This is an optimization exercise on Yosys and OpenROAD, whose aim is small area, a short achievable clock period and few clock cycles, not a production implementation. Where RTL was checked, it was by simulation tests only, not by an equivalence proof against the original. No functional check of the RTL was part of runs 3 to 6. Power figures rest on the tool's default switching activity, not on a simulated workload.

==> design/flow/design.v <==
module alu (
   input  logic [31:0]  i_a,
   input  logic [31:0]  i_b,
   input  logic         i_sub,       
   input  logic         i_arith,     
   input  logic         i_left,      
   input  logic         i_sel_sum,
   input  logic         i_sel_sh,
   input  logic         i_sel_xor,
   input  logic         i_sel_or,
   input  logic         i_sel_and,
   input  logic         i_sel_lt,
   input  logic         i_sel_ltu,
   input  logic         i_sel_b,
   output logic [31:0]  o_result,
   output logic [31:0]  o_sum,
   output logic         o_lt,
   output logic         o_ltu,
   output logic         o_eq         
);
   logic [32:0] sum;
   logic [31:0] shin, shl, shr, x;
   add_sk #(.W(32)) uu_add (.i_a(i_a), .i_b(i_b), .i_cin(i_sub), .o_sum(sum[31:0]), .o_cout(sum[32]));
   assign o_sum = sum[31:0];
   assign o_ltu = ~sum[32];
   assign o_lt  = (i_a[31] ^ ~i_b[31]) ? i_a[31] : sum[31];
   assign x     = i_a ^ i_b;
   assign o_eq  = &x;
   always_comb begin
      for (int i = 0; i < 32; i++) shin[i] = i_left ? i_a[31-i] : i_a[i];
   end
   assign shr = 32'($signed({i_arith & i_a[31], shin}) >>> i_b[4:0]);
   always_comb begin
      for (int i = 0; i < 32; i++) shl[i] = shr[31-i];
   end
   assign o_result = ({32{i_sel_sum}} & sum[31:0])
                   | ({32{i_sel_sh & ~i_left}} & shr)
                   | ({32{i_sel_sh & i_left}}  & shl)
                   | ({32{i_sel_xor}} & x)
                   | ({32{i_sel_or}}  & (i_a | i_b))
                   | ({32{i_sel_and}} & (i_a & i_b))
                   | ({32{i_sel_b}}   & i_b)
                   | {31'd0, (i_sel_lt & o_lt) | (i_sel_ltu & o_ltu)};
endmodule
module add_sk #(
   parameter W = 32
)(
   input  logic [W-1:0]  i_a,
   input  logic [W-1:0]  i_b,
   input  logic          i_cin,
   output logic [W-1:0]  o_sum,
   output logic          o_cout
);
   logic [W:0] g0, p0, G, P;
   assign g0 = {i_a & i_b, i_cin};
   assign p0 = {i_a ^ i_b, 1'b0};
   always_comb begin
      G = g0;
      P = p0;
      for (int l = 0; (1 << l) <= W; l++) begin
         for (int i = W; i >= 0; i--) begin
            if ((i >> l) & 1) begin
               G[i] = G[i] | (P[i] & G[((i >> l) << l) - 1]);
               P[i] = P[i] & P[((i >> l) << l) - 1];
            end
         end
      end
   end
   sum_xor #(.W(W)) uu_sum (.i_p(p0[W:1]), .i_c(G[W-1:0]), .o_s(o_sum));
   assign o_cout = G[W];
endmodule
module sum_xor #(
   parameter W = 32
)(
   input  logic [W-1:0]  i_p,
   input  logic [W-1:0]  i_c,
   output logic [W-1:0]  o_s
);
   assign o_s = i_p ^ i_c;
endmodule
module reg_file (
   input  logic         clk,
   input  logic         i_wr_en,
   input  logic [4:0]   i_wr_addr,
   input  logic [31:0]  i_wr_dt,
   input  logic [31:1]  i_rd1_sel,
   input  logic [31:1]  i_rd2_sel,
   output logic [31:0]  o_rd_dt_1,
   output logic [31:0]  o_rd_dt_2
);
   logic [31:0] regs [1:31];
   always_ff @(posedge clk) begin
      if (i_wr_en) regs[i_wr_addr] <= i_wr_dt;
   end
   always_comb begin
      o_rd_dt_1 = '0;
      o_rd_dt_2 = '0;
      for (int i = 1; i < 32; i++) begin
         o_rd_dt_1 = o_rd_dt_1 | ({32{i_rd1_sel[i]}} & regs[i]);
         o_rd_dt_2 = o_rd_dt_2 | ({32{i_rd2_sel[i]}} & regs[i]);
      end
   end
endmodule
module ariscv #(
   parameter NBW_ACLK      = 6,
   parameter NBW_INST      = 32,
   parameter NBW_REGISTER  = 32,
   parameter NBW_ADDR      = 5,
   parameter NBW_PC        = 32
)(
   input  logic                        clk,
   input  logic                        rst_async_n,
   input  logic [NBW_INST-1:0]         i_inst,
   output logic [NBW_PC-1:0]           o_pc,
   output logic [NBW_REGISTER-1:0]     o_writeData,
   output logic [NBW_REGISTER-1:0]     o_writeAddr,
   output logic                        o_memWrite,
   output logic [2:0]                  o_writeWidth,
   input  logic [NBW_REGISTER-1:0]     i_readData
);
   localparam logic [4:0] OP_LOAD = 5'b00000, OP_STORE = 5'b01000, OP_BRANCH = 5'b11000,
                          OP_JALR = 5'b11001, OP_JAL   = 5'b11011, OP_OPIMM  = 5'b00100,
                          OP_OP   = 5'b01100, OP_AUIPC = 5'b00101, OP_LUI    = 5'b01101;
   logic          x_redirect;
   logic [11:2]   x_target;
   logic          d_replay;
   logic [11:2]   pc_q;
   logic [4:0]    f_op;
   logic          f_jal, f_br, f_pred, f_auipc, f_rs2;
   logic [11:2]   f_tj, f_tb, f_target;
   logic [12:2]   f_pc4;
   logic [12:2]   f_alt;
   assign o_pc = {20'd0, pc_q, 2'b00};
   assign f_op    = i_inst[6:2];
   assign f_jal   = (f_op == OP_JAL);
   assign f_br    = (f_op == OP_BRANCH) & (i_inst[31] | i_inst[12]);
   assign f_pred  = f_jal | f_br;
   assign f_auipc = (f_op == OP_AUIPC);
   assign f_rs2   = (f_op == OP_OP) | (f_op == OP_BRANCH) | (f_op == OP_STORE);
   add_sk #(.W(10)) uu_tj (.i_a(pc_q), .i_b({i_inst[20], i_inst[30:22]}), .i_cin(1'b0), .o_sum(f_tj), .o_cout());
   add_sk #(.W(10)) uu_tb (.i_a(pc_q), .i_b({i_inst[7], i_inst[30:25], i_inst[11:9]}), .i_cin(1'b0), .o_sum(f_tb), .o_cout());
   assign f_target = f_jal ? f_tj : f_tb;
   assign f_pc4   = {1'b0, pc_q} + 11'd1;
   assign f_alt   = (f_auipc | (f_op == OP_LOAD) | (f_op == OP_STORE)) ? {1'b0, pc_q} : (f_pred | (f_op != OP_BRANCH)) ? f_pc4 : {1'b0, f_tb};
   always_ff @(posedge clk or negedge rst_async_n) begin
      if (!rst_async_n)    pc_q <= '0;
      else if (x_redirect) pc_q <= x_target;
      else if (d_replay)    pc_q <= d_alt[11:2];
      else if (f_jal)      pc_q <= f_tj;
      else if (f_br)       pc_q <= f_tb;
      else                 pc_q <= f_pc4[11:2];
   end
   logic          d_valid;
   logic [31:0]   d_ir;
   logic          d_pred;
   logic [12:2]   d_alt;
   logic          d_useimm, d_mem, d_wen, d_opx, d_load, d_store, d_branch, d_jalr, d_link, d_upper;
   logic [1:0]    d_immsel;
   logic [31:1]   d_rs1_sel, d_rs2_sel;
   always_ff @(posedge clk or negedge rst_async_n) begin
      if (!rst_async_n)  d_valid <= 1'b0;
      else               d_valid <= ~x_redirect & ~d_replay;
   end
   always_ff @(posedge clk) begin
      d_ir   <= i_inst;
      d_pred <= f_pred;
      d_alt  <= f_alt;
      d_useimm <= ~f_rs2;
      d_mem    <= (f_op == OP_LOAD) | (f_op == OP_STORE);
      d_wen    <= (f_op != OP_STORE) & (f_op != OP_BRANCH) & (i_inst[11:7] != 5'd0);
      d_opx    <= (f_op == OP_OP) | (f_op == OP_OPIMM);
      d_load   <= (f_op == OP_LOAD);
      d_store  <= (f_op == OP_STORE);
      d_branch <= (f_op == OP_BRANCH);
      d_jalr   <= (f_op == OP_JALR);
      d_link   <= (f_op == OP_JAL) | (f_op == OP_JALR);
      d_upper  <= (f_op == OP_LUI) | (f_op == OP_AUIPC);
      d_immsel <= (f_op == OP_STORE) ? 2'd1 : (f_op == OP_LUI) ? 2'd2 : f_auipc ? 2'd3 : 2'd0;
      for (int i = 1; i < 32; i++) begin
         d_rs1_sel[i] <= (i_inst[19:15] == 5'(i));
         d_rs2_sel[i] <= (i_inst[24:20] == 5'(i)) & f_rs2;
      end
   end
   logic [2:0]    d_f3;
   logic [4:0]    d_rs1, d_rs2, d_rd;
   logic [31:0]   d_imm;
   logic [31:0]   d_rd1, d_rd2;
   assign d_f3  = d_ir[14:12];
   assign d_rs1 = d_ir[19:15];
   assign d_rs2 = d_ir[24:20];
   assign d_rd  = d_ir[11:7];
   always_comb begin
      case (d_immsel)
         2'd1:    d_imm = {{20{d_ir[31]}}, d_ir[31:25], d_ir[11:7]};
         2'd2:    d_imm = {d_ir[31:12], 12'd0};
         2'd3:    d_imm = {d_ir[31:12], d_alt[11:2], 2'b00};
         default: d_imm = {{20{d_ir[31]}}, d_ir[31:20]};
      endcase
   end
   logic          d_sub;
   assign d_sub = d_branch | (d_opx & (d_f3[2:1] == 2'b01)) |
                  (~d_useimm & d_opx & (d_f3 == 3'd0) & d_ir[30]);
   logic          x_valid, x_wen;
   logic [4:0]    x_rd;
   logic [31:0]   x_result;
   logic          x_we;
   logic          fwd_a, fwd_b;
   assign x_we  = x_valid & x_wen;
   assign fwd_a = x_we & (x_rd == d_rs1);
   assign fwd_b = x_we & (x_rd == d_rs2) & ~d_useimm;
   assign d_replay = d_valid & d_mem & fwd_a;
   reg_file uu_rf (
      .clk         (clk),
      .i_wr_en     (x_we),
      .i_wr_addr   (x_rd),
      .i_wr_dt     (x_result),
      .i_rd1_sel   (d_rs1_sel),
      .i_rd2_sel   (d_rs2_sel),
      .o_rd_dt_1   (d_rd1),
      .o_rd_dt_2   (d_rd2)
   );
   logic [11:0]   d_addr;
   add_sk #(.W(12)) uu_addr (.i_a(d_rd1[11:0]), .i_b(d_imm[11:0]), .i_cin(1'b0), .o_sum(d_addr), .o_cout());
   logic [31:0]   x_a, x_b;
   logic [11:0]   x_addr;
   logic [2:0]    x_f3;
   logic          x_sub, x_arith, x_left;
   logic          x_sel_sum, x_sel_sh, x_sel_xor, x_sel_or, x_sel_and, x_sel_lt, x_sel_ltu, x_sel_b;
   logic          x_load, x_store, x_branch, x_jalr, x_link;
   logic          x_pred;
   logic [12:2]   x_alt;
   always_ff @(posedge clk or negedge rst_async_n) begin
      if (!rst_async_n) x_valid <= 1'b0;
      else              x_valid <= d_valid & ~x_redirect & ~d_replay;
   end
   always_ff @(posedge clk) begin
      x_a       <= fwd_a ? x_result : d_rd1;
      x_b       <= {32{d_sub}} ^ (fwd_b ? x_result : (d_rd2 | ({32{d_useimm}} & d_imm)));
      x_addr    <= d_addr;
      x_rd      <= d_rd;
      x_wen     <= d_wen;
      x_f3      <= d_f3;
      x_sub     <= d_sub;
      x_arith   <= d_ir[30];
      x_left    <= ~d_f3[2];
      x_sel_sum <= d_opx & (d_f3 == 3'd0);
      x_sel_sh  <= d_opx & (d_f3[1:0] == 2'b01);
      x_sel_xor <= d_opx & (d_f3 == 3'd4);
      x_sel_or  <= d_opx & (d_f3 == 3'd6);
      x_sel_and <= d_opx & (d_f3 == 3'd7);
      x_sel_lt  <= d_opx & (d_f3 == 3'd2);
      x_sel_ltu <= d_opx & (d_f3 == 3'd3);
      x_sel_b   <= d_upper;
      x_load    <= d_load;
      x_store   <= d_store;
      x_branch  <= d_branch;
      x_jalr    <= d_jalr;
      x_link    <= d_link;
      x_pred    <= d_pred;
      x_alt     <= d_alt;
   end
   logic [31:0]   x_alu;
   logic          x_lt, x_ltu, x_eq, x_cond, x_taken;
   logic [31:0]   x_sum;
   alu uu_alu (
      .i_a       (x_a),
      .i_b       (x_b),
      .i_sub     (x_sub),
      .i_arith   (x_arith),
      .i_left    (x_left),
      .i_sel_sum (x_sel_sum),
      .i_sel_sh  (x_sel_sh),
      .i_sel_xor (x_sel_xor),
      .i_sel_or  (x_sel_or),
      .i_sel_and (x_sel_and),
      .i_sel_lt  (x_sel_lt),
      .i_sel_ltu (x_sel_ltu),
      .i_sel_b   (x_sel_b),
      .o_result  (x_alu),
      .o_sum     (x_sum),
      .o_lt      (x_lt),
      .o_ltu     (x_ltu),
      .o_eq      (x_eq)
   );
   always_comb begin
      case (x_f3[2:1])
         2'b00:   x_cond = x_eq;
         2'b10:   x_cond = x_lt;
         default: x_cond = x_ltu;
      endcase
   end
   assign x_taken = x_cond ^ x_f3[0];
   assign x_redirect = x_valid & (x_jalr | (x_branch & (x_taken ^ x_pred)));
   assign x_target   = x_jalr ? x_sum[11:2] : x_alt[11:2];
   assign x_result = x_load ? i_readData : (x_alu | {19'd0, {11{x_link}} & x_alt, 2'b00});
   assign o_writeAddr  = {20'd0, x_addr};
   assign o_writeData  = x_b;
   assign o_writeWidth = x_f3;
   assign o_memWrite   = x_valid & x_store;
endmodule
==> design/flow/flow/run.sh <==
#!/bin/bash
# The standard layout (standard.sh: its synthesis and ORFS steps, its SDC),
# with these changes to how the layout is made:
#  - the resizer is asked for more setup slack than the 11 ns clock needs;
#  - no gate cloning in timing repair (clones added after the last design
#    repair could leave slew violations);
#  - CTS without dummy loads, with larger sink clusters;
#  - ports buffered with buf_2 instead of the default delay buffer.
# ORFS writes each step's log under orfs/logs/; make's output goes to flow.log.
set -o pipefail
bash standard.sh SETUP_SLACK_MARGIN=7.2 SKIP_GATE_CLONING=1 \
  "CTS_ARGS=-sink_clustering_enable -repair_clock_nets -dont_use_dummy_load -sink_clustering_size 25 -sink_clustering_max_diameter 100 -buf_list {sky130_fd_sc_hd__clkbuf_8 sky130_fd_sc_hd__clkbuf_16}" \
  "BUFFER_PORTS_ARGS=-buffer_cell sky130_fd_sc_hd__buf_2" \
  finish > flow.log 2>&1
==> design/flow/standard.sh <==
#!/bin/bash
# synth_recipe.tcl (not shown) runs the flow's synth.tcl, then flattens the netlist and writes it again
# the make line also repeats each setting of config.mk as NAME=value (left out here)
make -C /OpenROAD-flow-scripts/flow DESIGN_CONFIG=/design/flow/config.mk WORK_HOME=/design/flow/orfs CLKGATE_MAP_FILE= SYNTH_SCRIPT=/design/flow/synth_recipe.tcl "${@:-finish}"
==> design/flow/config.mk <==
export PLATFORM = sky130hd
export DESIGN_NAME = ariscv
export DESIGN_NICKNAME = ariscv
export VERILOG_FILES = /design/flow/design.v
export SDC_FILE = /design/flow/constraint.sdc
export NUM_CORES = 8
export LEC_CHECK = 0
export CAP_MARGIN = 35
export CORE_MARGIN = 2
export CORE_UTILIZATION = 40
export SLEW_MARGIN = 35
export SYNTH_HIERARCHICAL = 1
export SYNTH_MINIMUM_KEEP_SIZE = 0
==> design/flow/constraint.sdc <==
create_clock -name core_clock -period 11.0 [get_ports {clk}]
set_input_delay 2.2000 -clock core_clock [delete_from_list [all_inputs] [get_ports {clk}]]
set_output_delay 2.2000 -clock core_clock [all_outputs]
set_load 0.01 [all_outputs]
==> results of run 1 <==
==> sequential cells by signal, summed over array words and instances, names as in the netlist, 2 cells and up <==
name	flops
x_b	32
d_ir	25
d_rs1_sel	31
uu_rf.regs	992
d_rs2_sel	31
d_immsel	2
x_rd	5
x_alt	11
d_alt	11
x_a	32
x_addr	12
pc_q	10
x_f3	3
==> power groups by stage <==
stage / clock [W] / combinational [W] / sequential [W]
6_report: 0.00227 / 0.00203 / 0.00546
2_1_floorplan: 0 / 0.00113 / 0.00547
5_1_grt: 0.00245 / 0.00215 / 0.00547
3_5_place_dp: 0 / 0.00174 / 0.00556
3_3_place_gp: 0 / 0.00173 / 0.00555
4_1_cts: 0.00230 / 0.00188 / 0.00546
==> path summary, 6_finish.rpt <==
check | end | slack (ns)
max | pc_q[11] | 7.10
min in group asynchronous | pc_q[3] | 1.40
min reg2reg | x_alt[9] | 0.33
min | x_alt[9] | 0.33
max reg2reg | pc_q[11] | 7.10
max in group asynchronous | pc_q[9] | 9.31
==> cell type report <==
cell class	count	area [µm²]	area share [%]
Multi-Input combinational cell	2806	21900	34.4
Tap cell	1903	2380	3.74
Inverter	135	519	0.816
Clock buffer	55	1380	2.16
Sequential cell	1228	34700	54.5
Antenna cell	5	12.5	0.0197
Timing Repair Buffer	332	2810	4.41
==> worst max-delay path, cell delays in order (launching register included) <==
cell and delay (ns):
dfxtp_4 0.46, buf_12 0.17, clkinvlp_4 0.26, ha_4 0.41
nand4_1 0.39, or4_1 0.63, nor2_1 0.27, mux2i_2 0.16
a2111oi_2 0.41, nor3b_2 0.10, buf_6 0.15, a211oi_1 0.27
a211oi_1 0.08
==> timing repair <==
action | in CTS | in global routing
setup buffers | 44 | 41
endpoints found under the hold margin | 0 | 0
endpoints found under the setup margin | 1010 | 564
resized for setup | 145 | 75
pin swaps | 20 | 42
==> through the flow <==
step	power (W)	util, %
2_1_floorplan	0.00660	-
3_3_place_gp	0.00728	42.1
3_5_place_dp	0.00730	42.1
4_1_cts	0.00963	43.9
5_1_grt	0.0101	44.5
6_report	0.00976	44.5
==> per-layer routing <==
metal / up-vias / track usage, %
li1: 18200 / -
met1: 22000 / 38.8
met2: 2980 / 44.0
met3: 426 / 6.39
met4: 6 / 11.0
met5: - / 0
==> impl_metrics.csv, run 1 <==
group,metric,value,unit
setup_path,end_kind,"flip-flop",
setup_path,path_class,"reg -> reg",
global_routing,first_global_vias,40000,
die,row_count,139,
power,p_sw,0.00288,W
power,p_per_area,153,nW/µm²
global_routing,grt_max_degree,62,
setup_path,arrival,4.45,ns
worst_hold_path,min-delay-path-class,"reg -> reg",
routing,wl_met2,96900,µm
layout,mostFrequentLayoutCells,"edfxtp_1, a22oi_1, nand2_1, nand3_1, dfxtp_1",
global_routing,gr-total-overflow,0,
routing,wl_met1,83800,µm
power,p_comb_share,20.8,%
logic_synthesis,syn_inst,4460,
power,seqPwrFrac,55.9,%
die,initial_core_util,40.2,%
logic_synthesis,yosysWarnings,12,
worst_hold_path,hold_depth,0,
die,die_h,383,µm
routing,wl_met3,26700,µm
sta,rsz0062_at_grt,"true",
die,ios,166,
routing,top_layer,"met5",
cts,insertion_delay,0.71,ns
logic_synthesis,synth_area,57500,µm²
routing,viasPerCell,6.74,
cts,cts_sinks,1228,
setup_path,path_max_fanout,8,
placement,dp_hpwl,139000,µm
die,die_w,383,µm
cts,clock_path_buffers,3,
sta,fmax,256,MHz
power,cell_internal_pwr,0.00688,W
routing,route.vias.total,43500,
layout,drive_gt1_share,16.2,%
sta,hold_viol_final,0,
routing,wirelength,217000,µm
setup_path,crit_start,"x_b[1]",
placement,portBuffers,121,
placement,dp_cells,6317,
sta,relSlewSlack,37.1,%
global_routing,grt_pass1_wl,301000,µm
placement,place_congestion,0.979,
sta,tightest_slew,0.941,ns
setup_path,r2r_cells,12,
logic_synthesis,syn_area_per_cell,12.9,µm²
layout,fin_cells,6464,
sta,skew,0.0689,ns
routing,drc_errors,0,
layout,stdcell_area,63700,µm²
die,die_area,147000,µm²
placement,placed_area,60300,µm²
flow_run,cap_violations,0,
placement,dpl_worst_slack,6.00,ns
power,p_leak,22.1,nW
routing,wl_per_cell,33.6,µm
die,core_area,143000,µm²
power,swShare,29.5,%
setup_path,start_kind,"flip-flop",
status,status,"timing/DRC/antenna clean",
cts,cts_root_buf,"clkbuf_16",
global_routing,grt_usage,28.4,%
routing,antenna_left,0,
routing,drt_iter0_drc,7152,
routing,first_pass_iters,7,
sta,whs,0.333,ns
cts,cts_hold_buf,0,
sta,period_share,35.5,%
sta,setup_viol,0,
cts,numCtsBuffers,55,
cts,clk_pin_slew,0.10,ns
layout,final_common_cell,"edfxtp_1",
sta,final_max_slew_viol_count,0,
sta,finalCriticalPeriod,3.90,ns
setup_path,required,11.55,ns
setup_path,r2r_start,"x_b[1]",
layout,area_growth,10.8,%
power,p_clk_share,23.3,%
layout,layout.nets,4753,
cts,cts_tree,"done",
cts,htree_levels,2,
layout,fill_cells,12800,
sta,fin_ws,7.10,ns
power,ir_drop,0.139,mV
global_routing,antenna_found_initial,20,
sta,setup_tns,0,ns
worst_hold_path,hold_path_startpoint,"d_alt[9]",
Testbench counts, summed over its fixed seeds: cycles 365,440.
==> run 2, diff against run 1 <==
==> design/flow/flow/run.sh (replaced) <==
#!/bin/bash
# The standard layout (standard.sh: its synthesis and ORFS steps, its SDC),
# with these changes to how the layout is made:
#  - the resizer is asked for more setup slack than the 11 ns clock needs;
#  - CTS without dummy loads, with larger sink clusters;
#  - ports buffered with buf_2 instead of the default delay buffer.
# ORFS writes each step's log under orfs/logs/; make's output goes to flow.log.
set -o pipefail
bash standard.sh SETUP_SLACK_MARGIN=7 \
  "CTS_ARGS=-sink_clustering_enable -repair_clock_nets -dont_use_dummy_load -sink_clustering_size 25 -sink_clustering_max_diameter 100 -buf_list {sky130_fd_sc_hd__clkbuf_8 sky130_fd_sc_hd__clkbuf_16}" \
  "BUFFER_PORTS_ARGS=-buffer_cell sky130_fd_sc_hd__buf_2" \
  finish > flow.log 2>&1
==> run 2 against run 1 <==
  * Flip-flop and latch count stayed put
  * Total power shrank 0.49%
  * Cell count fell by 0.43%
  * Non-clock buffer count is 43 lower
  * Sequential power about the same
  * Highest routed layer unchanged
==> impl_metrics.csv, run 2 <==
group,metric,value,unit
sta,fmax,251,MHz
layout,fill_cells,12900,
setup_path,reg2reg_setup_slack,7.01,ns
die,core_area,143000,µm²
global_routing,grt_max_degree,62,
routing,drc_errors,0,
sta,hold_viol_final,0,
setup_path,arrival,4.59,ns
layout,largest_register_ff_count,992,
layout,reg_top3,"uu_rf.regs: 992 flops, x_a: 32 flops, x_b: 32 flops",
setup_path,required,11.60,ns
cts,insertion_delay,0.72,ns
placement,dp_cells,6319,
setup_path,r2r_cells,13,
die,die_h,383,µm
flow_run,cap_violations,0,
setup_path,critPathMaxStageDelay,0.66,ns
setup_path,slowest_stage,"o21ai_0",
routing,antenna_left,0,
setup_path,r2r_start,"x_b[1]",
routing,wirelength,214000,µm
global_routing,antenna_found_initial,25,
cts,numCtsBuffers,56,
cts,cts_sinks,1228,
sta,tightest_slew,1.05,ns
global_routing,grt_pass1_wl,295000,µm
sta,setup_viol,0,
die,row_count,139,
setup_path,r2r_end,"x_b[10]",
layout,mostFrequentLayoutCells,"edfxtp_1, a22oi_1, nand2_1, dfxtp_1, nand3_1",
die,ios,166,
sta,relSlewSlack,30.3,%
cts,cts_tree,"done",
layout,fin_util,44.1,%
status,status,"timing/DRC/antenna clean",
setup_path,cp_cell_sequence,"buf_4 -> buf_4 -> mux2_2 -> mux4_2 -> a21oi_1 -> o21ai_0 -> o21ai_0 -> o21ai_1 -> a21oi_2 -> o21ai_2 -> buf_6 -> mux2i_1 -> xnor2_1",
die,die_w,383,µm
cts,clk_pin_slew,0.10,ns
routing,drt_iter0_drc,7811,
layout,top_register,"uu_rf.regs",
setup_path,crit_buf_inv,3,
placement,dp_hpwl,137000,µm
routing,wl_per_cell,33.2,µm
worst_hold_path,min-delay-path-class,"reg -> reg",
cts,clock_path_buffers,3,
setup_path,start_kind,"flip-flop",
worst_hold_path,hold_path_startpoint,"d_upper",
sta,finalCriticalPeriod,3.99,ns
die,die_area,147000,µm²
logic_synthesis,syn_inst,4460,
setup_path,end_kind,"flip-flop",
layout,layout.nets,4724,
global_routing,first_global_vias,40000,
setup_path,path_class,"reg -> reg",
die,initial_core_util,40.2,%
placement,placed_area,60300,µm²
logic_synthesis,yosysWarnings,12,
logic_synthesis,synth_area,57500,µm²
routing,viasPerCell,6.76,
routing,route.vias.total,43500,
worst_hold_path,hold_end,"x_sel_b",
sta,setup_tns,0,ns
power,p_per_area,154,nW/µm²
layout,area_growth,9.96,%
sta,skew,0.0972,ns
placement,place_congestion,1.00,
sta,final_max_slew_viol_count,0,
cts,cts_root_buf,"clkbuf_16",
layout,fin_cells,6436,
power,p_leak,22.0,nW
sta,period_share,36.3,%
global_routing,grt_usage,27.7,%
sta,rsz0062_at_grt,"true",
setup_path,path_max_fanout,33,
worst_hold_path,hold_depth,0,
logic_synthesis,syn_area_per_cell,12.9,µm²
cts,htree_levels,2,
routing,first_pass_iters,7,
setup_path,crit_start,"x_b[1]",
power,ir_drop,0.134,mV
setup_path,crit_family,"compound AO/OA/AOI/OAI gates",
global_routing,gr-total-overflow,0,
layout,stdcell_area,63200,µm²
layout,final_common_cell,"edfxtp_1",
layout,drive_gt1_share,15.0,%
placement,portBuffers,121,
==> run 2: stage by stage <==
step / hold WS (ns) / total power (W) / worst slack (ns)
after floorplan: 0.310 / 0.00660 / 7.04
after global placement: 0.312 / 0.00726 / 6.12
after detailed placement: 0.313 / 0.00728 / 6.03
after CTS: 0.328 / 0.00961 / 7.00
after global routing: 0.336 / 0.0100 / 6.85
final: 0.329 / 0.00971 / 7.01
==> run 2: final cells by class <==
class                           instances  area [µm²]  share of cell area (%)
Antenna cell                            6        15.0                  0.0238
Clock buffer                           56        1400                    2.22
Inverter                              135         507                   0.802
Multi-Input combinational cell       2819       22000                    34.8
Sequential cell                      1228       34700                    54.9
Tap cell                             1903        2380                    3.77
Timing Repair Buffer                  289        2240                    3.55
==> run 2: worst register-to-register path: stages (launching register included) <==
cell and delay, ns:
dfxtp_4 0.45, buf_4 0.17, buf_4 0.20, mux2_2 0.36
mux4_2 0.56, a21oi_1 0.16, o21ai_0 0.08, o21ai_0 0.66
o21ai_1 0.34, a21oi_2 0.28, o21ai_2 0.08, buf_6 0.20
mux2i_1 0.19, xnor2_1 0.16
==> run 2: worst max-delay path by stage <==
stage                         end  cells after the start  slack [ns]
6_report                  x_b[10]                     13        7.01
5_1_grt                   x_b[20]                     15        6.85
4_1_cts        uu_rf.regs[17][25]                     15        7.00
3_5_place_dp             pc_q[11]                     17        6.03
3_3_place_gp              x_b[29]                     17        6.12
2_1_floorplan             pc_q[9]                     10        7.04
==> run 2: layer usage <==
metal	wire [µm]	GRT usage, %
met5	75	0
met3	26800	6.55
met4	8840	10.2
met2	95300	42.9
met1	82600	37.8
==> run 2: repair_timing <==
action,4_1_cts,5_1_grt
resized for setup,97,73
cloned,11,9
hold buffers,0,0
setup endpoints to repair,859,433
buffers inserted,20,15
pin swaps,9,13
==> run 2: report_power, final <==
| group | switching [W] | leakage [nW] | total, W | internal, W |
|---|---|---|---|---|
| clock network | 0.00141 | 0.690 | 0.00231 | 0.000909 |
| logic | 0.00120 | 10.1 | 0.00193 | 0.000724 |
| registers | 0.000258 | 11.2 | 0.00547 | 0.00521 |
| total | 0.00287 | 22.0 | 0.00971 | 0.00685 |
==> run 3, diff against run 2 <==
--- a/design/flow/design.v
+++ b/design/flow/design.v
@@ -79,4 +79,11 @@
    assign o_s = i_p ^ i_c;
 endmodule
+module rf_sel31 (
+   input  logic [31:1]  i_d,
+   input  logic [31:1]  i_sel,
+   output logic         o_y
+);
+   assign o_y = |(i_d & i_sel);
+endmodule
 module reg_file (
    input  logic         clk,
@@ -93,11 +100,11 @@
       if (i_wr_en) regs[i_wr_addr] <= i_wr_dt;
    end
-   always_comb begin
-      o_rd_dt_1 = '0;
-      o_rd_dt_2 = '0;
-      for (int i = 1; i < 32; i++) begin
-         o_rd_dt_1 = o_rd_dt_1 | ({32{i_rd1_sel[i]}} & regs[i]);
-         o_rd_dt_2 = o_rd_dt_2 | ({32{i_rd2_sel[i]}} & regs[i]);
+   for (genvar b = 0; b < 32; b++) begin : g_bit
+      logic [31:1] col;
+      for (genvar i = 1; i < 32; i++) begin : g_reg
+         assign col[i] = regs[i][b];
       end
+      rf_sel31 uu_rd1 (.i_d(col), .i_sel(i_rd1_sel), .o_y(o_rd_dt_1[b]));
+      rf_sel31 uu_rd2 (.i_d(col), .i_sel(i_rd2_sel), .o_y(o_rd_dt_2[b]));
    end
 endmodule
==> design/flow/flow/run.sh (replaced) <==
#!/bin/bash
# The standard layout (standard.sh: its synthesis and ORFS steps, its SDC),
# with these changes to how the layout is made:
#  - the resizer is asked for more setup slack than the 11 ns clock needs;
#  - no gate cloning in timing repair (clones added after the last design
#    repair could leave slew violations);
#  - CTS without dummy loads, with larger sink clusters;
#  - ports buffered with buf_2 instead of the default delay buffer.
# ORFS writes each step's log under orfs/logs/; make's output goes to flow.log.
set -o pipefail
bash standard.sh SETUP_SLACK_MARGIN=7 SKIP_GATE_CLONING=1 \
  "CTS_ARGS=-sink_clustering_enable -repair_clock_nets -dont_use_dummy_load -sink_clustering_size 25 -sink_clustering_max_diameter 100 -buf_list {sky130_fd_sc_hd__clkbuf_8 sky130_fd_sc_hd__clkbuf_16}" \
  "BUFFER_PORTS_ARGS=-buffer_cell sky130_fd_sc_hd__buf_2" \
  finish > flow.log 2>&1
==> run 3 against run 2 <==
  * Total power fell by 0.25%
  * Largest power group unchanged
  * First-iteration DRC count fell by 9.4%
  * Maximum frequency fell by 1.4%
  * Non-clock buffer count rose by 14
  * Clock power rose by 2%
  * Hold slack improved by 0.0023 ns
  * Global-route usage rose by 0.77 points
  * Critical path type unchanged
  * Register-to-register slack got worse by 0.06 ns
  * Setup slack got worse by 0.056 ns
  * Largest cell class unchanged
  * Still clean on timing, DRC and antenna
  * Utilization rose by 0.69 points
  * Clock skew fell by 0.020 ns
==> impl_metrics.csv, run 3 <==
group,metric,value,unit
power,ir_drop,0.129,mV
sta,relSlewSlack,37.8,%
die,row_count,137,
die,ios,166,
global_routing,first_global_vias,40500,
die,core_area,140000,µm²
setup_path,crit_buf_inv,3,
sta,tightest_slew,0.933,ns
routing,wirelength,215000,µm
sta,final_max_slew_viol_count,0,
cts,clock_path_buffers,3,
power,p_total,0.00969,W
cts,numCtsBuffers,58,
sta,skew,0.0769,ns
global_routing,grt_max_degree,66,
placement,dp_hpwl,135000,µm
global_routing,grt_pass1_wl,298000,µm
status,status,"timing/DRC/antenna clean",
sta,fmax,247,MHz
cts,htree_levels,2,
layout,area_growth,10.9,%
routing,first_pass_iters,7,
setup_path,path_max_fanout,31,
global_routing,antenna_found_initial,23,
cts,cts_sinks,1228,
sta,hold_viol_final,0,
setup_path,arrival,4.39,ns
logic_synthesis,synth_area,56600,µm²
placement,portBuffers,121,
die,die_w,380,µm
die,initial_core_util,40.4,%
routing,viasPerCell,6.77,
logic_synthesis,syn_area_per_cell,13.3,µm²
setup_path,critPathMaxStageDelay,0.54,ns
routing,route.vias.total,43200,
layout,reg_top3,"uu_rf.regs: 992 flops, x_a: 32 flops, x_b: 32 flops",
routing,wl_per_cell,33.7,µm
layout,largest_register_ff_count,992,
sta,rsz0062_at_grt,"true",
cts,cts_tree,"done",
setup_path,path_class,"reg -> reg",
flow_run,cap_violations,0,
global_routing,grt_usage,28.5,%
layout,mostFrequentLayoutCells,"edfxtp_1, a22oi_1, nand2_1, dfxtp_1, nand3_1",
setup_path,crit_family,"compound AO/OA/AOI/OAI gates",
sta,fin_ws,6.96,ns
cts,clk_pin_slew,0.10,ns
placement,place_congestion,0.936,
global_routing,gr-total-overflow,0,
placement,dpl_worst_slack,5.57,ns
setup_path,required,11.34,ns
layout,layout.nets,4696,
logic_synthesis,syn_inst,4241,
setup_path,cp_cell_sequence,"buf_16 -> buf_12 -> mux2_2 -> mux4_2 -> nor2_1 -> a31oi_1 -> a222oi_1 -> o221ai_1 -> a21oi_1 -> nor2_1 -> a21oi_1 -> inv_2",
sta,setup_viol,0,
setup_path,end_kind,"flip-flop",
die,die_area,144000,µm²
layout,top_register,"uu_rf.regs",
power,p_per_area,155,nW/µm²
sta,whs,0.332,ns
logic_synthesis,yosysWarnings,12,
routing,antenna_left,0,
sta,finalCriticalPeriod,4.04,ns
power,p_leak,21.8,nW
sta,period_share,36.8,%
worst_hold_path,min-delay-path-class,"reg -> reg",
cts,insertion_delay,0.72,ns
die,die_h,380,µm
routing,drt_iter0_drc,7074,
setup_path,start_kind,"flip-flop",
sta,setup_tns,0,ns
cts,cts_hold_buf,0,
setup_path,slowest_stage,"mux4_2",
routing,drc_errors,0,
layout,final_common_cell,"edfxtp_1",
cts,cts_root_buf,"clkbuf_16",
layout,drive_gt1_share,14.9,%
[run 3: cell types whose count changed in the layout (fill, tap and decap cells not counted), moves of 13 or more]
| cell | previous run | this run |
|---|---|---|
| clkinvlp_4 | 0 | 15 |
| mux2_4 | 27 | 0 |
| nand3_1 | 174 | 154 |
| inv_2 | 2 | 15 |
| dfxtp_4 | 19 | 6 |
| a21o_1 | 52 | 38 |
| nor2_1 | 122 | 144 |
| o21ai_0 | 69 | 91 |
| a22oi_1 | 807 | 786 |
| inv_1 | 131 | 94 |
| a21oi_1 | 88 | 115 |
[run 3: stage by stage]
step	instances	utilization, %	area [µm²]
final	6382	44.8	62700
after global routing	6377	44.8	62700
after CTS	6351	44.5	62300
after detailed placement	6252	42.9	60100
after global placement	6252	42.9	60100
after floorplan	4288	-	56800
[run 3: area by class of cell]
type	instances	area [µm²]
inverter	131	566
antenna	7	17.5
clock buffer	58	1450
timing repair buffer	303	2280
fill	12700	77200
tap	1876	2350
multi-input combinational	2779	21400
sequential	1228	34600
[run 3: final timing paths]
check                      depth (start not counted)         from  slack (ns)                end
setup / recovery                                  12       x_b[1]        6.96  uu_rf.regs[17][2]
hold / removal                                     0       d_load        0.33             x_load
setup reg to reg                                  12       x_b[1]        6.96  uu_rf.regs[17][2]
hold reg to reg                                    0       d_load        0.33             x_load
max in group asynchronous                          1  rst_async_n        9.34            pc_q[3]
min in group asynchronous                          1  rst_async_n        1.39           pc_q[11]
[run 3: repair_timing]
action,CTS,global route
cloned,0,0
gates resized for setup,76,50
setup buffers,41,23
endpoints found under the setup margin,1046,806
pin swaps,4,13
[run 3: power by group]
part	leakage, nW	internal, W	switching (W)	total (W)
clock	0.715	0.000939	0.00142	0.00235
sequential	11.2	0.00521	0.000240	0.00545
combinational	9.91	0.000713	0.00117	0.00189
total	21.8	0.00686	0.00283	0.00969
[run 3: metal layers]
layer,part of all wire [%],GRT usage (%),vias up
met5,0.040,0,-
met4,4.6,11.7,12
met3,12,6.47,466
met2,45,44.7,2908
met1,39,38.1,21800
li1,-,-,18000
[run 3: worst reg2reg max path: stages (launching register included)]
cell      delay [ns]
dfxtp_2         0.36
buf_16          0.17
buf_12          0.15
mux2_2          0.32
mux4_2          0.54
nor2_1          0.14
a31oi_1         0.06
a222oi_1        0.46
o221ai_1        0.31
a21oi_1         0.20
nor2_1          0.05
a21oi_1         0.52
inv_2           0.44
==> run 4, diff against run 3 <==
--- a/design/flow/design.v
+++ b/design/flow/design.v
@@ -17,14 +17,16 @@
    output logic         o_lt,
    output logic         o_ltu,
-   output logic         o_eq         
+   output logic         o_eq
 );
    logic [32:0] sum;
    logic [31:0] shin, shl, shr, x;
-   add_sk #(.W(32)) uu_add (.i_a(i_a), .i_b(i_b), .i_cin(i_sub), .o_sum(sum[31:0]), .o_cout(sum[32]));
+   logic [31:0] bx;
+   vec_xor #(.W(32)) uu_bx (.i_a(i_b), .i_b({32{i_sub}}), .o_y(bx));
+   add_sk #(.W(32)) uu_add (.i_a(i_a), .i_b(bx), .i_cin(i_sub), .o_sum(sum[31:0]), .o_cout(sum[32]));
    assign o_sum = sum[31:0];
    assign o_ltu = ~sum[32];
-   assign o_lt  = (i_a[31] ^ ~i_b[31]) ? i_a[31] : sum[31];
+   assign o_lt  = (i_a[31] ^ i_b[31]) ? i_a[31] : sum[31];
    assign x     = i_a ^ i_b;
-   assign o_eq  = &x;
+   assign o_eq  = ~|x;
    always_comb begin
       for (int i = 0; i < 32; i++) shin[i] = i_left ? i_a[31-i] : i_a[i];
@@ -52,7 +54,9 @@
    output logic          o_cout
 );
-   logic [W:0] g0, p0, G, P;
+   logic [W:0]   g0, p0, G, P;
+   logic [W-1:0] p;
+   vec_xor #(.W(W)) uu_p (.i_a(i_a), .i_b(i_b), .o_y(p));
    assign g0 = {i_a & i_b, i_cin};
-   assign p0 = {i_a ^ i_b, 1'b0};
+   assign p0 = {p, 1'b0};
    always_comb begin
       G = g0;
@@ -67,22 +71,15 @@
       end
    end
-   sum_xor #(.W(W)) uu_sum (.i_p(p0[W:1]), .i_c(G[W-1:0]), .o_s(o_sum));
+   vec_xor #(.W(W)) uu_sum (.i_a(p), .i_b(G[W-1:0]), .o_y(o_sum));
    assign o_cout = G[W];
 endmodule
-module sum_xor #(
+module vec_xor #(
    parameter W = 32
 )(
-   input  logic [W-1:0]  i_p,
-   input  logic [W-1:0]  i_c,
-   output logic [W-1:0]  o_s
-);
-   assign o_s = i_p ^ i_c;
-endmodule
-module rf_sel31 (
-   input  logic [31:1]  i_d,
-   input  logic [31:1]  i_sel,
-   output logic         o_y
+   input  logic [W-1:0]  i_a,
+   input  logic [W-1:0]  i_b,
+   output logic [W-1:0]  o_y
 );
-   assign o_y = |(i_d & i_sel);
+   assign o_y = i_a ^ i_b;
 endmodule
 module reg_file (
@@ -100,11 +97,11 @@
       if (i_wr_en) regs[i_wr_addr] <= i_wr_dt;
    end
-   for (genvar b = 0; b < 32; b++) begin : g_bit
-      logic [31:1] col;
-      for (genvar i = 1; i < 32; i++) begin : g_reg
-         assign col[i] = regs[i][b];
+   always_comb begin
+      o_rd_dt_1 = '0;
+      o_rd_dt_2 = '0;
+      for (int i = 1; i < 32; i++) begin
+         o_rd_dt_1 = o_rd_dt_1 | ({32{i_rd1_sel[i]}} & regs[i]);
+         o_rd_dt_2 = o_rd_dt_2 | ({32{i_rd2_sel[i]}} & regs[i]);
       end
-      rf_sel31 uu_rd1 (.i_d(col), .i_sel(i_rd1_sel), .o_y(o_rd_dt_1[b]));
-      rf_sel31 uu_rd2 (.i_d(col), .i_sel(i_rd2_sel), .o_y(o_rd_dt_2[b]));
    end
 endmodule
@@ -243,5 +240,5 @@
    always_ff @(posedge clk) begin
       x_a       <= fwd_a ? x_result : d_rd1;
-      x_b       <= {32{d_sub}} ^ (fwd_b ? x_result : (d_rd2 | ({32{d_useimm}} & d_imm)));
+      x_b       <= fwd_b ? x_result : (d_rd2 | ({32{d_useimm}} & d_imm));
       x_addr    <= d_addr;
       x_rd      <= d_rd;
==> run 4 against run 3 <==
  * Sequential share of layout area decreased by 0.66 points
  * Maximum frequency decreased by 7.6%
  * Setup slack got worse by 0.33 ns
  * Largest power group unchanged
  * Via count decreased by 0.35%
  * Synthesized cell count increased by 2.6%
  * Clock skew increased by 0.019 ns
  * Clock-buffer cell count decreased by 2
  * Highest routed layer unchanged
  * Synthesized area increased by 0.95%
  * Hold slack improved by 0.0028 ns
==> impl_metrics.csv, run 4 <==
group,metric,value,unit
die,initial_core_util,40.3,%
sta,skew,0.0959,ns
routing,route.vias.total,43000,
sta,hold_viol_final,0,
sta,setup_viol,0,
sta,rsz0062_at_grt,"true",
global_routing,grt_usage,28.2,%
placement,dp_hpwl,133000,µm
setup_path,start_kind,"flip-flop",
power,p_leak,21.7,nW
layout,layout.nets,4604,
layout,reg_top3,"uu_rf.regs: 992 flops, x_a: 32 flops, x_b: 32 flops",
routing,first_pass_iters,9,
routing,antenna_left,0,
setup_path,reg2reg_setup_slack,6.62,ns
routing,wl_per_cell,33.8,µm
die,die_h,382,µm
sta,setup_tns,0,ns
layout,drive_gt1_share,17.1,%
cts,clock_path_buffers,3,
setup_path,cp_cell_sequence,"buf_12 -> xor2_1 -> xor2_1 -> nand4_1 -> nor2_4 -> o2111a_2 -> o21ai_4 -> o21ai_4 -> a41oi_4 -> o21ai_2 -> xor2_2 -> mux2_4 -> mux2i_4 -> a2111oi_4 -> nor3b_2 -> buf_6 -> mux2_4 -> a31oi_1",
routing,drt_iter0_drc,7643,
die,row_count,138,
placement,placed_area,60100,µm²
routing,wirelength,216000,µm
layout,multi_input_area,21600,µm²
layout,final_common_cell,"edfxtp_1",
worst_hold_path,hold_end,"x_load",
global_routing,grt_pass1_wl,297000,µm
setup_path,end_kind,"flip-flop",
cts,cts_root_buf,"clkbuf_16",
layout,stdcell_area,63400,µm²
die,die_w,382,µm
sta,fmax,229,MHz
cts,htree_levels,2,
global_routing,gr-total-overflow,0,
sta,finalCriticalPeriod,4.38,ns
layout,fill_cells,12700,
routing,viasPerCell,6.75,
setup_path,slowest_stage,"dfxtp_4",
setup_path,r2r_end,"pc_q[11]",
power,p_total,0.00967,W
setup_path,required,11.64,ns
power,ir_drop,0.118,mV
cts,cts_sinks,1228,
layout,seq_area,34600,µm²
worst_hold_path,hold_depth,0,
die,die_area,146000,µm²
cts,insertion_delay,0.71,ns
logic_synthesis,yosysWarnings,12,
setup_path,arrival,5.02,ns
sta,final_max_slew_viol_count,0,
layout,largest_register_ff_count,992,
worst_hold_path,hold_path_startpoint,"d_load",
global_routing,first_global_vias,39900,
cts,cts_hold_buf,0,
cts,clk_pin_slew,0.11,ns
layout,mostFrequentLayoutCells,"edfxtp_1, a22oi_1, dfxtp_1, nand2_1, buf_4",
routing,drc_errors,0,
logic_synthesis,synth_area,57100,µm²
sta,period_share,39.8,%
worst_hold_path,min-delay-path-class,"reg -> reg",
placement,portBuffers,121,
placement,place_congestion,0.989,
flow_run,cap_violations,0,
die,core_area,142000,µm²
setup_path,crit_start,"x_sub",
setup_path,r2r_start,"x_sub",
global_routing,grt_max_degree,65,
setup_path,path_max_fanout,10,
layout,top_register,"uu_rf.regs",
power,p_per_area,152,nW/µm²
sta,tightest_slew,0.877,ns
setup_path,r2r_cells,18,
logic_synthesis,syn_inst,4351,
sta,relSlewSlack,40.9,%
cts,cts_tree,"done",
cts,numCtsBuffers,56,
status,status,"timing/DRC/antenna clean",
global_routing,antenna_found_initial,22,
setup_path,critPathMaxStageDelay,0.39,ns
layout,area_growth,11.0,%
setup_path,path_class,"reg -> reg",
logic_synthesis,syn_area_per_cell,13.1,µm²
die,ios,166,
-- run 4: cell count changes in the layout (fill, tap and decap cells not counted), sizes merged, moves of 20 or more --
| cell | previous run | this run |
|---|---|---|
| xor2 | 77 | 166 |
| a21o | 38 | 6 |
| buf | 302 | 351 |
| ha | 129 | 65 |
| a22o | 77 | 105 |
| xnor2 | 35 | 10 |
| nand2 | 199 | 177 |
| mux2i | 100 | 66 |
| mux2 | 30 | 79 |
| a21oi | 130 | 110 |
| o21ai | 96 | 71 |
-- run 4: what timing repair did --
item	CTS	global route
pin swaps	37	31
gates cloned	0	0
gates resized for setup	111	32
setup buffers	78	18
setup endpoints to repair	1070	722
-- run 4: area by class of cell --
| type | instances | share of cell area (%) |
|---|---|---|
| inverter | 102 | 0.606 |
| multi-input combinational | 2734 | 34.1 |
| clock buffer | 56 | 2.21 |
| timing repair buffer | 351 | 4.73 |
| tap | 1890 | 3.73 |
| antenna | 15 | 0.0592 |
| sequential | 1228 | 54.5 |
-- run 4: power breakdown --
part	switching, W	internal (W)
registers	0.000256	0.00520
logic	0.00116	0.000742
clock network	0.00141	0.000908
-- run 4: metal layers --
metal | vias to the layer above | GRT usage (%) | wire length (µm)
met1 | 21700 | 37.8 | 81100
met5 | - | 0 | 48
met4 | 8 | 11.6 | 9750
met3 | 419 | 7.15 | 27900
li1 | 17900 | - | -
met2 | 3022 | 43.5 | 96800
-- run 4: critical path: cells and delay by family (launching register included) --
| kind | cells | cell delay (ns) |
|---|---|---|
| compound gates | 7 | 1.31 |
| mux | 3 | 0.86 |
| simple gates | 3 | 0.70 |
| xor+xnor | 3 | 0.69 |
| flops | 1 | 0.39 |
| buf+inv | 2 | 0.33 |
-- run 4: worst max path at each step --
stage / end / depth (start not counted)
final: pc_q[11] / 18
after floorplan: pc_q[8] / 11
after global placement: pc_q[11] / 17
after CTS: pc_q[11] / 21
after detailed placement: pc_q[11] / 17
after global routing: pc_q[11] / 19
-- run 4: per-stage QoR --
stage,hold WS [ns],setup slack [ns],std cells,util (%)
floorplan,0.310,6.72,4398,-
global placement,0.312,5.56,6206,42.4
detailed placement,0.315,5.50,6209,42.4
CTS,0.331,6.64,6343,44.5
global route,0.339,6.51,6370,44.8
finish,0.334,6.62,6376,44.8
==> run 5, diff against run 4 <==
--- a/design/flow/design.v
+++ b/design/flow/design.v
@@ -5,5 +5,4 @@
    input  logic         i_arith,     
    input  logic         i_left,      
-   input  logic         i_sel_sum,
    input  logic         i_sel_sh,
    input  logic         i_sel_xor,
@@ -13,20 +12,18 @@
    input  logic         i_sel_ltu,
    input  logic         i_sel_b,
-   output logic [31:0]  o_result,
+   output logic [31:0]  o_rest,
    output logic [31:0]  o_sum,
    output logic         o_lt,
    output logic         o_ltu,
-   output logic         o_eq
+   output logic         o_eq         
 );
    logic [32:0] sum;
    logic [31:0] shin, shl, shr, x;
-   logic [31:0] bx;
-   vec_xor #(.W(32)) uu_bx (.i_a(i_b), .i_b({32{i_sub}}), .o_y(bx));
-   add_sk #(.W(32)) uu_add (.i_a(i_a), .i_b(bx), .i_cin(i_sub), .o_sum(sum[31:0]), .o_cout(sum[32]));
+   add_sk #(.W(32)) uu_add (.i_a(i_a), .i_b(i_b), .i_cin(i_sub), .o_sum(sum[31:0]), .o_cout(sum[32]));
    assign o_sum = sum[31:0];
    assign o_ltu = ~sum[32];
-   assign o_lt  = (i_a[31] ^ i_b[31]) ? i_a[31] : sum[31];
+   assign o_lt  = (i_a[31] ^ ~i_b[31]) ? i_a[31] : sum[31];
    assign x     = i_a ^ i_b;
-   assign o_eq  = ~|x;
+   assign o_eq  = &x;
    always_comb begin
       for (int i = 0; i < 32; i++) shin[i] = i_left ? i_a[31-i] : i_a[i];
@@ -36,6 +33,5 @@
       for (int i = 0; i < 32; i++) shl[i] = shr[31-i];
    end
-   assign o_result = ({32{i_sel_sum}} & sum[31:0])
-                   | ({32{i_sel_sh & ~i_left}} & shr)
+   assign o_rest   = ({32{i_sel_sh & ~i_left}} & shr)
                    | ({32{i_sel_sh & i_left}}  & shl)
                    | ({32{i_sel_xor}} & x)
@@ -54,9 +50,7 @@
    output logic          o_cout
 );
-   logic [W:0]   g0, p0, G, P;
-   logic [W-1:0] p;
-   vec_xor #(.W(W)) uu_p (.i_a(i_a), .i_b(i_b), .o_y(p));
+   logic [W:0] g0, p0, G, P;
    assign g0 = {i_a & i_b, i_cin};
-   assign p0 = {p, 1'b0};
+   assign p0 = {i_a ^ i_b, 1'b0};
    always_comb begin
       G = g0;
@@ -71,15 +65,22 @@
       end
    end
-   vec_xor #(.W(W)) uu_sum (.i_a(p), .i_b(G[W-1:0]), .o_y(o_sum));
+   sum_xor #(.W(W)) uu_sum (.i_p(p0[W:1]), .i_c(G[W-1:0]), .o_s(o_sum));
    assign o_cout = G[W];
 endmodule
-module vec_xor #(
+module sum_xor #(
    parameter W = 32
 )(
-   input  logic [W-1:0]  i_a,
-   input  logic [W-1:0]  i_b,
-   output logic [W-1:0]  o_y
+   input  logic [W-1:0]  i_p,
+   input  logic [W-1:0]  i_c,
+   output logic [W-1:0]  o_s
 );
-   assign o_y = i_a ^ i_b;
+   assign o_s = i_p ^ i_c;
+endmodule
+module rf_sel31 (
+   input  logic [31:1]  i_d,
+   input  logic [31:1]  i_sel,
+   output logic         o_y
+);
+   assign o_y = |(i_d & i_sel);
 endmodule
 module reg_file (
@@ -97,13 +98,32 @@
       if (i_wr_en) regs[i_wr_addr] <= i_wr_dt;
    end
-   always_comb begin
-      o_rd_dt_1 = '0;
-      o_rd_dt_2 = '0;
-      for (int i = 1; i < 32; i++) begin
-         o_rd_dt_1 = o_rd_dt_1 | ({32{i_rd1_sel[i]}} & regs[i]);
-         o_rd_dt_2 = o_rd_dt_2 | ({32{i_rd2_sel[i]}} & regs[i]);
+   for (genvar b = 0; b < 32; b++) begin : g_bit
+      logic [31:1] col;
+      for (genvar i = 1; i < 32; i++) begin : g_reg
+         assign col[i] = regs[i][b];
       end
+      rf_sel31 uu_rd1 (.i_d(col), .i_sel(i_rd1_sel), .o_y(o_rd_dt_1[b]));
+      rf_sel31 uu_rd2 (.i_d(col), .i_sel(i_rd2_sel), .o_y(o_rd_dt_2[b]));
    end
 endmodule
+module res_sel (
+   input  logic [31:0]  i_sum,
+   input  logic         i_sel,
+   input  logic [31:0]  i_rest,
+   output logic [31:0]  o_y
+);
+   assign o_y = ({32{i_sel}} & i_sum) | i_rest;
+endmodule
+module fwd_sel (
+   input  logic         i_fwd,
+   input  logic         i_inv,
+   input  logic [31:0]  i_sum,
+   input  logic         i_sel,
+   input  logic [31:0]  i_rest,
+   input  logic [31:0]  i_other,
+   output logic [31:0]  o_y
+);
+   assign o_y = {32{i_inv}} ^ (i_fwd ? (({32{i_sel}} & i_sum) | i_rest) : i_other);
+endmodule
 module ariscv #(
    parameter NBW_ACLK      = 6,
@@ -127,4 +147,6 @@
                           OP_OP   = 5'b01100, OP_AUIPC = 5'b00101, OP_LUI    = 5'b01101;
    logic          x_redirect;
+   logic [31:0]   x_sum, x_rest;
+   logic          x_sel_sum;
    logic [11:2]   x_target;
    logic          d_replay;
@@ -226,9 +248,14 @@
    logic [11:0]   d_addr;
    add_sk #(.W(12)) uu_addr (.i_a(d_rd1[11:0]), .i_b(d_imm[11:0]), .i_cin(1'b0), .o_sum(d_addr), .o_cout());
+   logic [31:0]   d_a, d_b;
+   fwd_sel uu_fwd_a (.i_fwd(fwd_a), .i_inv(1'b0), .i_sum(x_sum), .i_sel(x_sel_sum),
+                     .i_rest(x_rest), .i_other(d_rd1), .o_y(d_a));
+   fwd_sel uu_fwd_b (.i_fwd(fwd_b), .i_inv(d_sub), .i_sum(x_sum), .i_sel(x_sel_sum),
+                     .i_rest(x_rest), .i_other(d_rd2 | ({32{d_useimm}} & d_imm)), .o_y(d_b));
    logic [31:0]   x_a, x_b;
    logic [11:0]   x_addr;
    logic [2:0]    x_f3;
    logic          x_sub, x_arith, x_left;
-   logic          x_sel_sum, x_sel_sh, x_sel_xor, x_sel_or, x_sel_and, x_sel_lt, x_sel_ltu, x_sel_b;
+   logic          x_sel_sh, x_sel_xor, x_sel_or, x_sel_and, x_sel_lt, x_sel_ltu, x_sel_b;
    logic          x_load, x_store, x_branch, x_jalr, x_link;
    logic          x_pred;
@@ -239,6 +266,6 @@
    end
    always_ff @(posedge clk) begin
-      x_a       <= fwd_a ? x_result : d_rd1;
-      x_b       <= fwd_b ? x_result : (d_rd2 | ({32{d_useimm}} & d_imm));
+      x_a       <= d_a;
+      x_b       <= d_b;
       x_addr    <= d_addr;
       x_rd      <= d_rd;
@@ -266,5 +293,4 @@
    logic [31:0]   x_alu;
    logic          x_lt, x_ltu, x_eq, x_cond, x_taken;
-   logic [31:0]   x_sum;
    alu uu_alu (
       .i_a       (x_a),
@@ -273,5 +299,4 @@
       .i_arith   (x_arith),
       .i_left    (x_left),
-      .i_sel_sum (x_sel_sum),
       .i_sel_sh  (x_sel_sh),
       .i_sel_xor (x_sel_xor),
@@ -281,5 +306,5 @@
       .i_sel_ltu (x_sel_ltu),
       .i_sel_b   (x_sel_b),
-      .o_result  (x_alu),
+      .o_rest    (x_alu),
       .o_sum     (x_sum),
       .o_lt      (x_lt),
@@ -297,5 +322,6 @@
    assign x_redirect = x_valid & (x_jalr | (x_branch & (x_taken ^ x_pred)));
    assign x_target   = x_jalr ? x_sum[11:2] : x_alt[11:2];
-   assign x_result = x_load ? i_readData : (x_alu | {19'd0, {11{x_link}} & x_alt, 2'b00});
+   assign x_rest = x_load ? i_readData : (x_alu | {19'd0, {11{x_link}} & x_alt, 2'b00});
+   res_sel uu_res (.i_sum(x_sum), .i_sel(x_sel_sum), .i_rest(x_rest), .o_y(x_result));
    assign o_writeAddr  = {20'd0, x_addr};
    assign o_writeData  = x_b;
==> run 5 against run 4 <==
  * Flip-flop and latch count is the same
  * Maximum frequency rose by 9.9%
  * Sequential share of layout area up 0.24 points
  * Final area decreased by 0.32%
==> impl_metrics.csv, run 5 <==
group,metric,value,unit
cts,cts_root_buf,"clkbuf_16",
cts,htree_levels,2,
setup_path,crit_family,"compound AO/OA/AOI/OAI gates",
routing,first_pass_iters,20,
routing,antenna_left,0,
layout,top_register,"uu_rf.regs",
sta,setup_tns,0,ns
cts,insertion_delay,0.71,ns
logic_synthesis,syn_inst,4394,
global_routing,antenna_found_initial,10,
setup_path,arrival,4.32,ns
sta,rsz0062_at_grt,"false",
cts,cts_sinks,1228,
sta,tightest_slew,1.00,ns
sta,skew,0.0844,ns
layout,final_common_cell,"edfxtp_1",
layout,mostFrequentLayoutCells,"edfxtp_1, a22oi_1, nor2_1, dfxtp_1, nand2_1",
logic_synthesis,synth_area,57900,µm²
global_routing,grt_pass1_wl,296000,µm
power,swShare,30.8,%
cts,numCtsBuffers,56,
power,p_leak,21.9,nW
setup_path,slowest_stage,"o21ai_0",
sta,whs,0.336,ns
sta,fmax,251,MHz
routing,drc_errors,0,
cts,cts_tree,"done",
logic_synthesis,yosysWarnings,12,
placement,dp_hpwl,138000,µm
cts,clk_pin_slew,0.09,ns
die,die_w,384,µm
placement,portBuffers,121,
routing,viasPerCell,6.62,
setup_path,end_kind,"flip-flop",
sta,hold_viol_final,0,
power,p_per_area,158,nW/µm²
die,die_area,148000,µm²
routing,wl_per_cell,32.4,µm
routing,drt_iter0_drc,6713,
die,ios,166,
setup_path,crit_buf_inv,1,
die,initial_core_util,40.3,%
routing,route.vias.total,43000,
setup_path,critPathMaxStageDelay,0.57,ns
power,p_comb_share,21.5,%
power,seqPwrFrac,55.3,%
placement,dpl_worst_slack,6.09,ns
power,p_total,0.00996,W
setup_path,cp_cell_sequence,"buf_6 -> xor2_1 -> mux2i_1 -> a21oi_1 -> o21ai_0 -> a21oi_1 -> a2111o_1 -> mux2_2 -> a21o_2",
setup_path,required,11.34,ns
layout,layout.nets,4786,
power,p_clk_share,23.3,%
logic_synthesis,syn_area_per_cell,13.2,µm²
cts,clock_path_buffers,3,
power,cell_internal_pwr,0.00689,W
layout,largest_register_ff_count,992,
setup_path,crit_start,"x_left",
power,p_sw,0.00306,W
worst_hold_path,min-delay-path-class,"reg -> reg",
placement,place_congestion,1.01,
flow_run,cap_violations,0,
sta,finalCriticalPeriod,3.98,ns
cts,cts_hold_buf,0,
status,status,"timing/DRC/antenna clean",
routing,wirelength,210000,µm
sta,period_share,36.2,%
setup_path,crit_top_cell,"a21oi_1",
global_routing,grt_usage,27.6,%
sta,relSlewSlack,31.6,%
global_routing,first_global_vias,40400,
global_routing,gr-total-overflow,0,
layout,reg_top3,"uu_rf.regs: 992 flops, x_a: 32 flops, x_b: 32 flops",
die,core_area,144000,µm²
sta,fin_ws,7.02,ns
setup_path,r2r_start,"x_left",
sta,setup_viol,0,
die,row_count,139,
layout,drive_gt1_share,16.0,%
layout,area_growth,9.22,%
layout,fin_util,44.0,%
worst_hold_path,hold_path_startpoint,"d_link",
sta,final_max_slew_viol_count,0,
die,die_h,384,µm
setup_path,start_kind,"flip-flop",
layout,fill_cells,13100,
setup_path,path_max_fanout,54,
power,ir_drop,0.133,mV
global_routing,grt_max_degree,69,
setup_path,path_class,"reg -> reg",
==> run 5: path summary, 6_finish.rpt <==
kind / slack (ns) / cells after the start / endpoint
hold / removal: 0.34 / 0 / x_link
setup / recovery: 7.02 / 9 / uu_rf.regs[31][16]
min in group asynchronous: 1.38 / 1 / pc_q[9]
max in group asynchronous: 9.39 / 1 / pc_q[2]
setup reg to reg: 7.02 / 9 / uu_rf.regs[31][16]
hold reg to reg: 0.34 / 0 / x_link
==> run 5: power groups by stage <==
stage	registers, W	clock network (W)	logic [W]
after floorplan	0.00550	0	0.00136
after global placement	0.00561	0	0.00199
after detailed placement	0.00560	0	0.00202
after CTS	0.00549	0.00234	0.00207
after global routing	0.00552	0.00248	0.00229
final	0.00550	0.00232	0.00214
==> run 5: what timing repair did <==
item	in CTS	in global routing
cloned	0	0
endpoints found under the setup margin	662	509
resized for setup	64	23
pin swaps	4	2
buffers inserted	13	1
==> run 5: final cells by class <==
cell class	instances	area (µm²)	area share (%)
Antenna cell	4	10.0	0.0158
Clock buffer	56	1400	2.22
Inverter	98	372	0.588
Multi-Input combinational cell	2951	22700	35.9
Sequential cell	1228	34600	54.8
Tap cell	1903	2380	3.77
Timing Repair Buffer	256	1730	2.74
==> run 5: metal layers <==
metal / vias to the layer above / track usage, % / routed length (µm)
met5: - / 0 / 22
met4: 4 / 9.29 / 8600
met3: 392 / 6.57 / 24400
met2: 2640 / 43.8 / 95400
met1: 21600 / 37.1 / 81800
li1: 18400 / - / -
==> run 5: per-stage QoR <==
step	cells	area, µm²
finish	6496	63200
global route	6492	63200
CTS	6491	63100
detailed placement	6422	61400
global placement	6420	61300
floorplan	4442	58100
==> run 6, diff against run 5 <==
--- a/design/flow/flow/run.sh
+++ b/design/flow/flow/run.sh
@@ -9,5 +9,5 @@
 # ORFS writes each step's log under orfs/logs/; make's output goes to flow.log.
 set -o pipefail
-bash standard.sh SETUP_SLACK_MARGIN=7 SKIP_GATE_CLONING=1 \
+bash standard.sh SETUP_SLACK_MARGIN=7.2 SKIP_GATE_CLONING=1 \
   "CTS_ARGS=-sink_clustering_enable -repair_clock_nets -dont_use_dummy_load -sink_clustering_size 25 -sink_clustering_max_diameter 100 -buf_list {sky130_fd_sc_hd__clkbuf_8 sky130_fd_sc_hd__clkbuf_16}" \
   "BUFFER_PORTS_ARGS=-buffer_cell sky130_fd_sc_hd__buf_2" \
==> run 6 against run 5 <==
  * Clock-buffer cell count rose by 1
  * Clock skew rose by 0.021 ns
  * Cell count rose by 0.89%
  * Largest power group unchanged
==> impl_metrics.csv, run 6 <==
group,metric,value,unit
cts,numCtsBuffers,57,
sta,period_share,34.8,%
global_routing,gr-total-overflow,0,
die,row_count,139,
routing,wl_met3,26100,µm
placement,placed_area,61300,µm²
sta,setup_tns,0,ns
placement,portBuffers,121,
placement,place_congestion,0.980,
global_routing,antenna_found_initial,16,
sta,finalCriticalPeriod,3.82,ns
cts,cts_tree,"done",
sta,setup_viol,0,
setup_path,r2r_start,"x_b[1]",
placement,dp_cells,6422,
routing,drt_iter0_drc,6740,
cts,clk_pin_slew,0.10,ns
layout,reg_top3,"uu_rf.regs: 992 flops, x_a: 32 flops, x_b: 32 flops",
sta,rsz0062_at_grt,"true",
logic_synthesis,synth_area,57900,µm²
layout,largest_register_ff_count,992,
setup_path,path_max_fanout,31,
cts,cts_root_buf,"clkbuf_16",
cts,insertion_delay,0.74,ns
global_routing,first_global_vias,41300,
sta,skew,0.106,ns
power,p_leak,22.3,nW
cts,clock_path_buffers,3,
logic_synthesis,syn_inst,4394,
worst_hold_path,min-delay-path-class,"reg -> reg",
sta,fin_ws,7.18,ns
power,ir_drop,0.116,mV
layout,mostFrequentLayoutCells,"edfxtp_1, a22oi_1, nor2_1, nand2_1, dfxtp_1",
routing,wirelength,220000,µm
setup_path,slowest_stage,"mux4_2",
layout,seq_area,34700,µm²
power,p_per_area,159,nW/µm²
layout,drive_gt1_share,18.4,%
global_routing,grt_max_degree,65,
placement,dpl_worst_slack,5.96,ns
sta,relSlewSlack,35.0,%
routing,drc_errors,0,
die,die_w,384,µm
setup_path,start_kind,"flip-flop",
die,initial_core_util,40.3,%
die,die_area,148000,µm²
setup_path,crit_family,"multiplexers",
setup_path,critPathMaxStageDelay,0.49,ns
layout,area_growth,11.2,%
cts,cts_hold_buf,0,
sta,final_max_slew_viol_count,0,
placement,dp_hpwl,140000,µm
flow_run,cap_violations,0,
routing,viasPerCell,6.74,
layout,fin_cells,6554,
setup_path,cp_cell_sequence,"buf_16 -> buf_4 -> mux4_2 -> mux2i_2 -> nand2_1 -> o2bb2ai_1 -> o21ai_1 -> o221ai_1 -> mux2_2 -> a21o_2",
routing,top_layer,"met5",
routing,wl_per_cell,33.5,µm
setup_path,arrival,4.13,ns
setup_path,required,11.31,ns
setup_path,crit_start,"x_b[1]",
layout,top_register,"uu_rf.regs",
setup_path,path_class,"reg -> reg",
routing,first_pass_iters,25,
die,ios,166,
setup_path,end_kind,"flip-flop",
cts,htree_levels,2,
layout,final_common_cell,"edfxtp_1",
layout,layout.nets,4840,
die,die_h,384,µm
global_routing,grt_usage,28.5,%
routing,wl_met1,85000,µm
cts,cts_sinks,1228,
logic_synthesis,syn_area_per_cell,13.2,µm²
global_routing,grt_pass1_wl,304000,µm
die,core_area,144000,µm²
worst_hold_path,hold_path_startpoint,"d_pred",
routing,route.vias.total,44200,
routing,antenna_left,0,
layout,fill_cells,13000,
sta,hold_viol_final,0,
sta,tightest_slew,0.970,ns
setup_path,crit_buf_inv,2,
layout,multi_input_area,23100,µm²
power,p_total,0.0102,W
status,status,"timing/DRC/antenna clean",
routing,wl_met2,98000,µm
sta,fmax,261,MHz
logic_synthesis,yosysWarnings,12,
layout,stdcell_area,64400,µm²
-- run 6: cell types whose count changed in the layout (fill, tap and decap cells not counted), sizes merged --
cell   previous run  this run
buf             255       309
diode             4         8
-- run 6: what timing repair did --
| action | CTS | global route |
|---|---|---|
| resized for setup | 123 | 79 |
| buffers inserted | 34 | 32 |
| pin swaps | 12 | 13 |
| setup endpoints to repair | 1072 | 624 |
-- run 6: area by class of cell --
type	instances	share of cell area [%]
flip-flops and latches	1228	53.9
multi-input cells	2951	35.9
well taps	1903	3.70
clock buffers	57	2.22
repair buffers	309	3.67
diodes	8	0.0311
inverters	98	0.581
-- run 6: metal layers --
metal | global-route usage [%] | vias up
li1 | - | 18500
met1 | 38.2 | 22200
met2 | 44.2 | 2943
met3 | 6.65 | 475
met4 | 12.0 | 4
met5 | 0 | -
-- run 6: per-stage QoR --
step	hold slack [ns]	util, %
final	0.336	44.8
after floorplan	0.310	-
after global routing	0.344	44.8
after detailed placement	0.315	42.7
after CTS	0.338	44.3
after global placement	0.312	42.7
-- run 6: final timing paths --
check                                         end  slack [ns]  depth (start not counted)
max in group asynchronous                 pc_q[4]        9.38                          1
worst max-delay path            uu_rf.regs[8][23]        7.18                         10
min in group asynchronous                 pc_q[7]        1.36                          1
worst max register to register  uu_rf.regs[8][23]        7.18                         10
worst min register to register             x_pred        0.34                          0
worst min-delay path                       x_pred        0.34                          0
-- run 6: report_power, final --
part	total, W	switching, W	leakage (nW)	internal [W]
sequential	0.00551	0.000277	11.2	0.00523
clock	0.00234	0.00141	0.702	0.000923
combinational	0.00236	0.00149	10.4	0.000875

## re-timing with driven ports
The flow's constraints put no driver on any port. The routed layouts listed below were extracted and timed again, unchanged, in two steps.
Step 1 assumes that a clkbuf_16 drives the clock port and a buf_2 every other input.
Step 2, shift: input delay + t, output delay - t, t = (earliest + latest rising clock arrival at the registers) / 2. This alone moves slack from input paths to output paths.
a / b / c = no drivers / after step 1 / after step 2; a / b = the first two.
| run | t (ns) | setup WS [ns] | worst data-port slew with drivers (ns) |
|---|---|---|---|
| run 1 | 0.758 | 7.099 / 7.099 / 6.490 | 0.13 |
| run 2 | 0.757 | 7.012 / 7.012 / 6.329 | 0.12 |
| run 3 | 0.756 | 6.955 / 6.955 / 6.446 | 0.11 |
| run 4 | 0.750 | 6.624 / 6.624 / 6.253 | 0.12 |
| run 5 | 0.752 | 7.017 / 7.017 / 6.458 | 0.05 |
| run 6 | 0.763 | 7.176 / 7.119 / 6.607 | 0.13 |
After both steps setup and hold are still met in every run listed. The setup slack of run 2, which loses most, moves by 0.000 ns with the drivers and by -0.683 ns with both steps.
